What follows belongs to an exercise in optimizing a design on an open flow for small area; a production flow would make more cautious choices.
The RTL was checked by simulation tests, not by an equivalence proof against the original design.

==> flow/design.v (excerpt) <==
module Top(
	input i_clk,
	input i_rst,
	input i_start,
	input [31:0] i_init,
	output [3:0] o_random_out,
	output o_idle
);
  localparam M = 20;
  logic [31:0] s;
  logic        c;
  logic        raw;
  logic        idle;
  logic [8:0]  r;
  logic [5:0]  q;
  logic [3:0]  show;
  assign o_random_out = show;
  assign o_idle = idle;
  wire [31:0] ns = ~s;
  wire        nc = ~c;
  wire        hi_ones = &s[30:M];
  wire        a = s[31] ^ (c & hi_ones);
  wire        ones = (&s[M-1:1]) & (&s[30:M+1]) & (s[M] ^ c);
  wire        corner = ones & (s[0] | a);
  wire        e1  = a & ~raw;
  wire        ne1 = ~e1;
  wire        t31 = raw ? s[31] : (c & hi_ones);
  wire [31:0] prod;
  wire        prod_c;
  wire ys1 = ~(ns[0] ^ e1);
  wire yc2 = ns[0] | e1;
  wire ys3 = ns[1] ^ e1 ^ yc2;
  wire yc4 = (ns[1] & e1) | (yc2 & (ns[1] ^ e1));
  wire ys5 = ns[2] ^ e1 ^ yc4;
  wire yc6 = (ns[2] & e1) | (yc4 & (ns[2] ^ e1));
  wire ys7 = s[0] ^ ns[3] ^ yc6;
  wire yc8 = (s[0] & ns[3]) | (yc6 & (s[0] ^ ns[3]));
  wire ys9 = s[1] ^ ns[4] ^ yc8;
  wire yc10 = (s[1] & ns[4]) | (yc8 & (s[1] ^ ns[4]));
  wire ys11 = s[2] ^ ns[5] ^ yc10;
  wire yc12 = (s[2] & ns[5]) | (yc10 & (s[2] ^ ns[5]));
  wire ys13 = s[3] ^ ns[6];
  wire yc14 = s[3] & ns[6];
  wire ys15 = s[4] ^ ns[7] ^ yc14;
  wire yc16 = (s[4] & ns[7]) | (yc14 & (s[4] ^ ns[7]));
  wire ys17 = s[5] ^ ns[8] ^ yc16;
  wire yc18 = (s[5] & ns[8]) | (yc16 & (s[5] ^ ns[8]));
  wire ys19 = s[6] ^ ns[9] ^ yc18;
  wire yc20 = (s[6] & ns[9]) | (yc18 & (s[6] ^ ns[9]));
  wire ys21 = s[7] ^ ns[10] ^ yc20;
  wire yc22 = (s[7] & ns[10]) | (yc20 & (s[7] ^ ns[10]));
  wire ys23 = s[8] ^ ns[11] ^ yc22;
  wire yc24 = (s[8] & ns[11]) | (yc22 & (s[8] ^ ns[11]));
  wire ys25 = s[9] ^ ns[12] ^ yc24;
  ...
For scale: roughly 40 I/O pins, roughly 4500 sq um of cells after synthesis.
export LEC_CHECK = 0
export CAP_MARGIN = 20
export CORE_MARGIN = 2
export CORE_UTILIZATION = 40
export GPL_TIMING_DRIVEN = 0
export SLEW_MARGIN = 20
create_clock -name core_clock -period 12.0 [get_ports {i_clk}]
standard.sh (not shown) runs the stock make flow with config.mk's settings and CLKGATE_MAP_FILE= SYNTH_SCRIPT=/design/flow/synth_recipe.tcl, a recipe that flattens the netlist after the stock synthesis.
==> flow/flow/run.sh <==
#!/bin/bash
# Layout flow: the standard synthesis, then a netlist pass (flow/fixinv.py)
# that sets cells to their smallest drive strength and removes inverters
# around full adders (function unchanged, registers untouched), then the
# standard ORFS flow with minimum-size port buffers and a clock tree
# without dummy balancing loads.
set -euo pipefail
R=orfs/results/${FLOW_PLATFORM}/Top/base
LIB=${FLOW_HOME}/platforms/${FLOW_PLATFORM}/lib/sky130_fd_sc_hd__tt_025C_1v80.lib
bash standard.sh synth > synth_make.log 2>&1
python3 flow/fixinv.py "$R/1_2_yosys.v" "$R/1_2_yosys.fixinv.v" --downsize "$LIB" > fixinv.log 2>&1
cp "$R/1_2_yosys.v" "$R/1_2_yosys.orig.v"
cp "$R/1_2_yosys.fixinv.v" "$R/1_2_yosys.v"
rm -f "$R/1_synth.odb" "$R/1_synth.sdc"
export BUFFER_PORTS_ARGS="-buffer_cell sky130_fd_sc_hd__buf_1"
export CTS_ARGS="-sink_clustering_enable -repair_clock_nets -dont_use_dummy_load -buf_list sky130_fd_sc_hd__clkbuf_8"
bash standard.sh finish > layout_make.log 2>&1
Other scripts of this flow, unchanged in this note and not shown: flow/flow/fixinv.py
The first run finished with timing, DRC and antenna clean.
Rerun with:
--- a/flow/design.v
+++ b/flow/design.v
@@ -308,16 +308,15 @@
   wire [31:0] s_next = ovr ? ((a & s[0]) ? 32'd16807 : 32'd0) : prod;
   wire        c_next = prod_c & ~ovr;
   localparam [23:0] HM = {24{1'b1}} << M;
   localparam [23:0] MK = ~(24'd1 << M);
   wire        inc24 = c & (&(s[23:0] | ~HM));
   wire        low_ones = (&(s[23:0] | ~MK)) & (s[M] ^ c);
   wire        cy24 = inc24 | (a & low_ones);
-  wire [3:0]  ninc = {cy24 & s[24] & s[25] & s[26], cy24 & s[24] & s[25], cy24 & s[24], cy24};
-  wire [3:0]  num = corner ? 4'd0 : (s[27:24] ^ ninc);
+  wire [3:0]  num = corner ? 4'd0 : (s[27:24] + {3'd0, cy24});
   wire r0 = (r == 9'd0);
   wire rlast = (r == 9'd33);
   wire [8:0] r_step = {r[7:0], ~(r[8] ^ r[4])};
   logic hq;
   always_comb begin
     hq = 1'b0;
     if (q >= 6'd1 && q <= 6'd20) hq = 1'b1;
Result: The changed run ran to the end with no violations. Clock-buffer cell count does not change. Via count shrinks slightly. Die area stays flat. Core utilization climbs by 0.23 points. Area after synthesis increases slightly. Critical path depth goes down by 1. Synthesized cell count increases slightly. Final cell count is higher slightly. Sequential share of layout area is lower by 0.11 points. Cell area came out higher slightly. Wire length climbs by a few percent. Worst setup slack gains 0.21 ns.

==> port drivers added, routing unchanged <==
The results above use ideal ports. As a check the final layouts listed here were re-extracted and re-timed, cells and wires unchanged. Step 1 (the two cells are an assumption about what drives the block):
set clk [get_ports {i_clk}]
set_driving_cell -lib_cell sky130_fd_sc_hd__clkbuf_16 $clk
set_driving_cell -lib_cell sky130_fd_sc_hd__buf_2 [delete_from_list [all_inputs] $clk]
Step 2 also shifts input and output timing later by t, the mid clock arrival at the registers, as if the neighbouring blocks saw the same clock. a / b / c = ideal ports / drivers / drivers and shift; a / b = the first two.
| run | shift t [ns] | slack for setup (ns) | hold slack, ns | clock arrival spread, ns | cell pins on the clock port's net |
|---|---|---|---|---|---|
| the first run | 0.342 | 2.240 / 2.240 / 2.240 | 0.453 / 0.453 / 0.453 | 0.032 / 0.031 | 1 |
| the second run | 0.343 | 2.450 / 2.450 / 2.450 | 0.473 / 0.473 / 0.473 | 0.023 / 0.023 | 1 |
After both steps setup and hold are still met in every run listed.
